This design comes from an exercise in tuning for small area, a short achievable clock period and few clock cycles per item on the open sky130 flow, not from production work. Where RTL was checked, it was by simulation tests only, not by an equivalence proof against the original.

==> 03-16: inputs <==
## Fibonacci
module Fibonacci(
    input CLK,
    input RST,
    input [31:0] INP, input IE,
    output [31:0] OUT, output OE);
Settings: LEC_CHECK=0, ABC_CLOCK_PERIOD_IN_PS=2000, CAP_MARGIN=20, CORE_MARGIN=2, CORE_UTILIZATION=40, CTS_BUF_LIST=sky130_fd_sc_hd__clkbuf_8 sky130_fd_sc_hd__clkbuf_4, SETUP_SLACK_MARGIN=0.6, SLEW_MARGIN=20, SYNTH_HIERARCHICAL=1; clock period 4.0 ns.
standard.sh (not shown) runs the stock make flow with config.mk's settings and CLKGATE_MAP_FILE= SYNTH_SCRIPT=/design/flow/synth_recipe.tcl, a recipe that flattens the netlist after the stock synthesis.
==> flow/flow/run.sh <==
#!/bin/bash
# The standard layout (the standard.sh: ORFS synthesis to finish), with
# the port buffers made of sky130_fd_sc_hd__buf_2 cells instead of the cell buffer_ports picks
# by default (a slow delay buffer). Make's output goes to flow.log here.
set -euo pipefail
bash standard.sh "BUFFER_PORTS_ARGS=-buffer_cell sky130_fd_sc_hd__buf_2" finish > flow.log 2>&1
==> 11-19 (differences from 03-16) <==
--- a/flow/design.v
+++ b/flow/design.v
@@ -5,11 +5,11 @@
 module Fibonacci(
     input CLK,
     input RST,
     input [31:0] INP, input IE,
     output [31:0] OUT, output OE);
-    reg [31:0] u, v;
+    reg [31:0] nu, v;    
     reg [27:0] cnt;    
     reg [0:0] act;    
     reg oe;           
     wire idle = ~act[0];
     assign OUT = v;
@@ -87,71 +87,71 @@
     wire s24, c24;
     FA f24(.a(~v[9]), .b(v[4]), .c(v[2]), .s(s24), .co(c24));
     wire s25, c25;
     FA f25(.a(~v[10]), .b(v[5]), .c(v[3]), .s(s25), .co(c25));
     wire s26, c26;
-    FA f26(.a(v[4]), .b(v[0]), .c(~u[11]), .s(s26), .co(c26));
+    FA f26(.a(v[4]), .b(v[0]), .c(nu[11]), .s(s26), .co(c26));
     wire s27, c27;
-    FA f27(.a(v[1]), .b(~u[12]), .c(c1), .s(s27), .co(c27));
+    FA f27(.a(v[1]), .b(nu[12]), .c(c1), .s(s27), .co(c27));
     wire s28, c28;
-    FA f28(.a(v[2]), .b(~u[13]), .c(c2), .s(s28), .co(c28));
+    FA f28(.a(v[2]), .b(nu[13]), .c(c2), .s(s28), .co(c28));
     wire s29, c29;
-    FA f29(.a(v[3]), .b(~u[14]), .c(c3), .s(s29), .co(c29));
+    FA f29(.a(v[3]), .b(nu[14]), .c(c3), .s(s29), .co(c29));
     wire s30, c30;
-    FA f30(.a(v[4]), .b(~u[15]), .c(c4), .s(s30), .co(c30));
+    FA f30(.a(v[4]), .b(nu[15]), .c(c4), .s(s30), .co(c30));
     wire s31, c31;
-    FA f31(.a(v[5]), .b(~u[16]), .c(c5), .s(s31), .co(c31));
+    FA f31(.a(v[5]), .b(nu[16]), .c(c5), .s(s31), .co(c31));
     wire s32, c32;
-    FA f32(.a(v[6]), .b(~u[17]), .c(c6), .s(s32), .co(c32));
+    FA f32(.a(v[6]), .b(nu[17]), .c(c6), .s(s32), .co(c32));
     wire s33, c33;
-    FA f33(.a(v[7]), .b(~u[18]), .c(c7), .s(s33), .co(c33));
+    FA f33(.a(v[7]), .b(nu[18]), .c(c7), .s(s33), .co(c33));
     wire s34, c34;
-    FA f34(.a(v[8]), .b(~u[19]), .c(c8), .s(s34), .co(c34));
+    FA f34(.a(v[8]), .b(nu[19]), .c(c8), .s(s34), .co(c34));
     wire s35, c35;
-    FA f35(.a(v[9]), .b(~u[20]), .c(c9), .s(s35), .co(c35));
+    FA f35(.a(v[9]), .b(nu[20]), .c(c9), .s(s35), .co(c35));
     wire s36, c36;
-    FA f36(.a(v[10]), .b(~u[21]), .c(c10), .s(s36), .co(c36));
+    FA f36(.a(v[10]), .b(nu[21]), .c(c10), .s(s36), .co(c36));
     wire s37, c37;
-    FA f37(.a(v[11]), .b(~u[22]), .c(c11), .s(s37), .co(c37));
+    FA f37(.a(v[11]), .b(nu[22]), .c(c11), .s(s37), .co(c37));
     wire s38, c38;
-    FA f38(.a(v[12]), .b(~u[23]), .c(c12), .s(s38), .co(c38));
+    FA f38(.a(v[12]), .b(nu[23]), .c(c12), .s(s38), .co(c38));
     wire s39, c39;
-    FA f39(.a(v[13]), .b(~u[24]), .c(c13), .s(s39), .co(c39));
+    FA f39(.a(v[13]), .b(nu[24]), .c(c13), .s(s39), .co(c39));
     wire s40, c40;
-    FA f40(.a(v[14]), .b(~u[25]), .c(c14), .s(s40), .co(c40));
+    FA f40(.a(v[14]), .b(nu[25]), .c(c14), .s(s40), .co(c40));
     wire s41, c41;
-    FA f41(.a(v[15]), .b(~u[26]), .c(c15), .s(s41), .co(c41));
+    FA f41(.a(v[15]), .b(nu[26]), .c(c15), .s(s41), .co(c41));
     wire s42, c42;
-    FA f42(.a(v[16]), .b(~u[27]), .c(c16), .s(s42), .co(c42));
+    FA f42(.a(v[16]), .b(nu[27]), .c(c16), .s(s42), .co(c42));
     wire s43, c43;
-    FA f43(.a(v[17]), .b(~u[28]), .c(c17), .s(s43), .co(c43));
+    FA f43(.a(v[17]), .b(nu[28]), .c(c17), .s(s43), .co(c43));
     wire s44, c44;
-    FA f44(.a(v[18]), .b(~u[29]), .c(c18), .s(s44), .co(c44));
+    FA f44(.a(v[18]), .b(nu[29]), .c(c18), .s(s44), .co(c44));
     wire s45, c45;
-    FA f45(.a(v[19]), .b(~u[30]), .c(c19), .s(s45), .co(c45));
+    FA f45(.a(v[19]), .b(nu[30]), .c(c19), .s(s45), .co(c45));
     wire s46, c46;
-    FA f46(.a(v[20]), .b(~u[31]), .c(c20), .s(s46), .co(c46));
+    FA f46(.a(v[20]), .b(nu[31]), .c(c20), .s(s46), .co(c46));
     wire s47 = ~~v[1];
     wire c47 = ~v[1];
-    wire s48 = ~v[2] ^ ~u[2];
-    wire c48 = ~v[2] & ~u[2];
-    wire s49 = ~v[3] ^ ~u[3];
-    wire c49 = ~v[3] & ~u[3];
-    wire s50 = ~v[4] ^ ~u[4];
-    wire c50 = ~v[4] & ~u[4];
+    wire s48 = ~v[2] ^ nu[2];
+    wire c48 = ~v[2] & nu[2];
+    wire s49 = ~v[3] ^ nu[3];
+    wire c49 = ~v[3] & nu[3];
+    wire s50 = ~v[4] ^ nu[4];
+    wire c50 = ~v[4] & nu[4];
     wire s51, c51;
-    FA f51(.a(~v[5]), .b(v[0]), .c(~u[5]), .s(s51), .co(c51));
+    FA f51(.a(~v[5]), .b(v[0]), .c(nu[5]), .s(s51), .co(c51));
     wire s52, c52;
-    FA f52(.a(~v[6]), .b(v[1]), .c(~u[6]), .s(s52), .co(c52));
+    FA f52(.a(~v[6]), .b(v[1]), .c(nu[6]), .s(s52), .co(c52));
     wire s53, c53;
-    FA f53(.a(v[0]), .b(~u[7]), .c(s22), .s(s53), .co(c53));
+    FA f53(.a(v[0]), .b(nu[7]), .c(s22), .s(s53), .co(c53));
     wire s54, c54;
-    FA f54(.a(~u[8]), .b(c22), .c(s23), .s(s54), .co(c54));
+    FA f54(.a(nu[8]), .b(c22), .c(s23), .s(s54), .co(c54));
     wire s55, c55;
-    FA f55(.a(~u[9]), .b(c23), .c(s24), .s(s55), .co(c55));
+    FA f55(.a(nu[9]), .b(c23), .c(s24), .s(s55), .co(c55));
     wire s56, c56;
-    FA f56(.a(~u[10]), .b(c24), .c(s25), .s(s56), .co(c56));
+    FA f56(.a(nu[10]), .b(c24), .c(s25), .s(s56), .co(c56));
     wire s57, c57;
     FA f57(.a(s1), .b(c25), .c(s26), .s(s57), .co(c57));
     wire s58, c58;
     FA f58(.a(c26), .b(s2), .c(s27), .s(s58), .co(c58));
     wire s59, c59;
@@ -191,16 +191,16 @@
     wire s76, c76;
     FA f76(.a(s20), .b(c44), .c(s45), .s(s76), .co(c76));
     wire s77, c77;
     FA f77(.a(s21), .b(c45), .c(s46), .s(s77), .co(c77));
     wire [31:0] ra_0 = {c76, c75, c74, c73, c72, c71, c70, c69, c68, c67, c66, c65, c64, c63, c62, c61, c60, c59, c58, c57, c56, c55, c54, c53, c52, c51, c50, c49, c48, c47, s47, ~v[0]};
-    wire [31:0] rb_0 = {s77, s76, s75, s74, s73, s72, s71, s70, s69, s68, s67, s66, s65, s64, s63, s62, s61, s60, s59, s58, s57, s56, s55, s54, s53, s52, s51, s50, s49, s48, ~u[1], ~u[0]};
+    wire [31:0] rb_0 = {s77, s76, s75, s74, s73, s72, s71, s70, s69, s68, s67, s66, s65, s64, s63, s62, s61, s60, s59, s58, s57, s56, s55, s54, s53, s52, s51, s50, s49, s48, nu[1], nu[0]};
     wire [32:0] sum_0 = ra_0 + rb_0;
     always @(posedge CLK) begin
         if (go) v[31:0] <= pv[31:0];
         else if (act[0]) v[31:0] <= sum_0[31:0];
-        u[31:0] <= idle ? pu[31:0] : v[31:0];
+        nu[31:0] <= idle ? ~pu[31:0] : ~v[31:0];
         cnt <= idle ? nit : cnt - 1'b1;
         if (RST) begin
             act <= 0;
             oe <= 1'b1;
         end else if (go) begin
ABC_CLOCK_PERIOD_IN_PS = not set   (was 2000)
SETUP_SLACK_MARGIN = 0.1   (was 0.6)
==> notes.md <==
                                                                           11-19                03-16
Sequential element share of the synthesized area                           0.294                0.297
Worst slew pin tran                                                      1000 ps               885 ps
Number of inserted filler cells in the final layout                         1791                 1638
Worst setup path start                                            v[8]$_DFFE_PP_       v[7]$_DFFE_PP_
Slew Limit Headroom                                                        0.330                0.410
Total placed cells including tap cells                                      1104                 1085
Worst reg2reg endpoint                                       v[28]$_SDFFCE_PP0P_  v[29]$_SDFFCE_PP0P_
Synthesized area per cell                                               9.41 um2             9.48 um2
Area after detailed placement                                        0.00835 mm2          0.00832 mm2
Non-clock buffer count in the final layout                                   136                  150
Fraction of layout instances using a drive strength above 1                0.241                0.304
Run status                                      no timing/DRC/antenna violations  no timing/DRC/antenna violations
Die area                                                              0.0198 mm2           0.0196 mm2
Clock tree cell share of total cell area                                  0.0207               0.0228
Share of cell area taken by muxes after synthesis                         0.0177               0.0169
Count of buffer and inverter cells on the critical path                        0                    1
Non-clock inverter total of the final layout                                  49                   77
Xor-xnor portion of the synthesized cell area                             0.0479               0.0603
Testbench counts of 03-16, summed over its fixed seeds: cycles 6,114, items 384.
For 11-19, only the layout was checked, not whether the RTL still works.

## re-timing with driven ports
No port has a modelled driver above. Below, the same layouts with a new extraction and two added sets of constraints.
Step 1, drivers: a clkbuf_16 drives CLK and a buf_2 each remaining input, both assumed.
Step 2 adds t to the input delays and takes it off the output delays; t is the mean of the earliest and latest rising clock arrival at the registers after step 1. Input paths then give back, and output paths get back, about the clock's delay inside the block.
Three values: ideal, step 1, step 2; two values: the first two.
run | t, ns | slack for setup (ns) | hold WS [ns] | worst register clock-pin slew, ns | cell pins on the clock port's net
03-16 | 0.430 | 0.058 / 0.058 / 0.058 | 0.527 / 0.527 / 0.527 | 0.12 / 0.12 | 1
11-19 | 0.427 | 0.059 / 0.059 / 0.059 | 0.484 / 0.484 / 0.484 | 0.12 / 0.12 | 1
After both steps setup and hold are still met in every run listed.
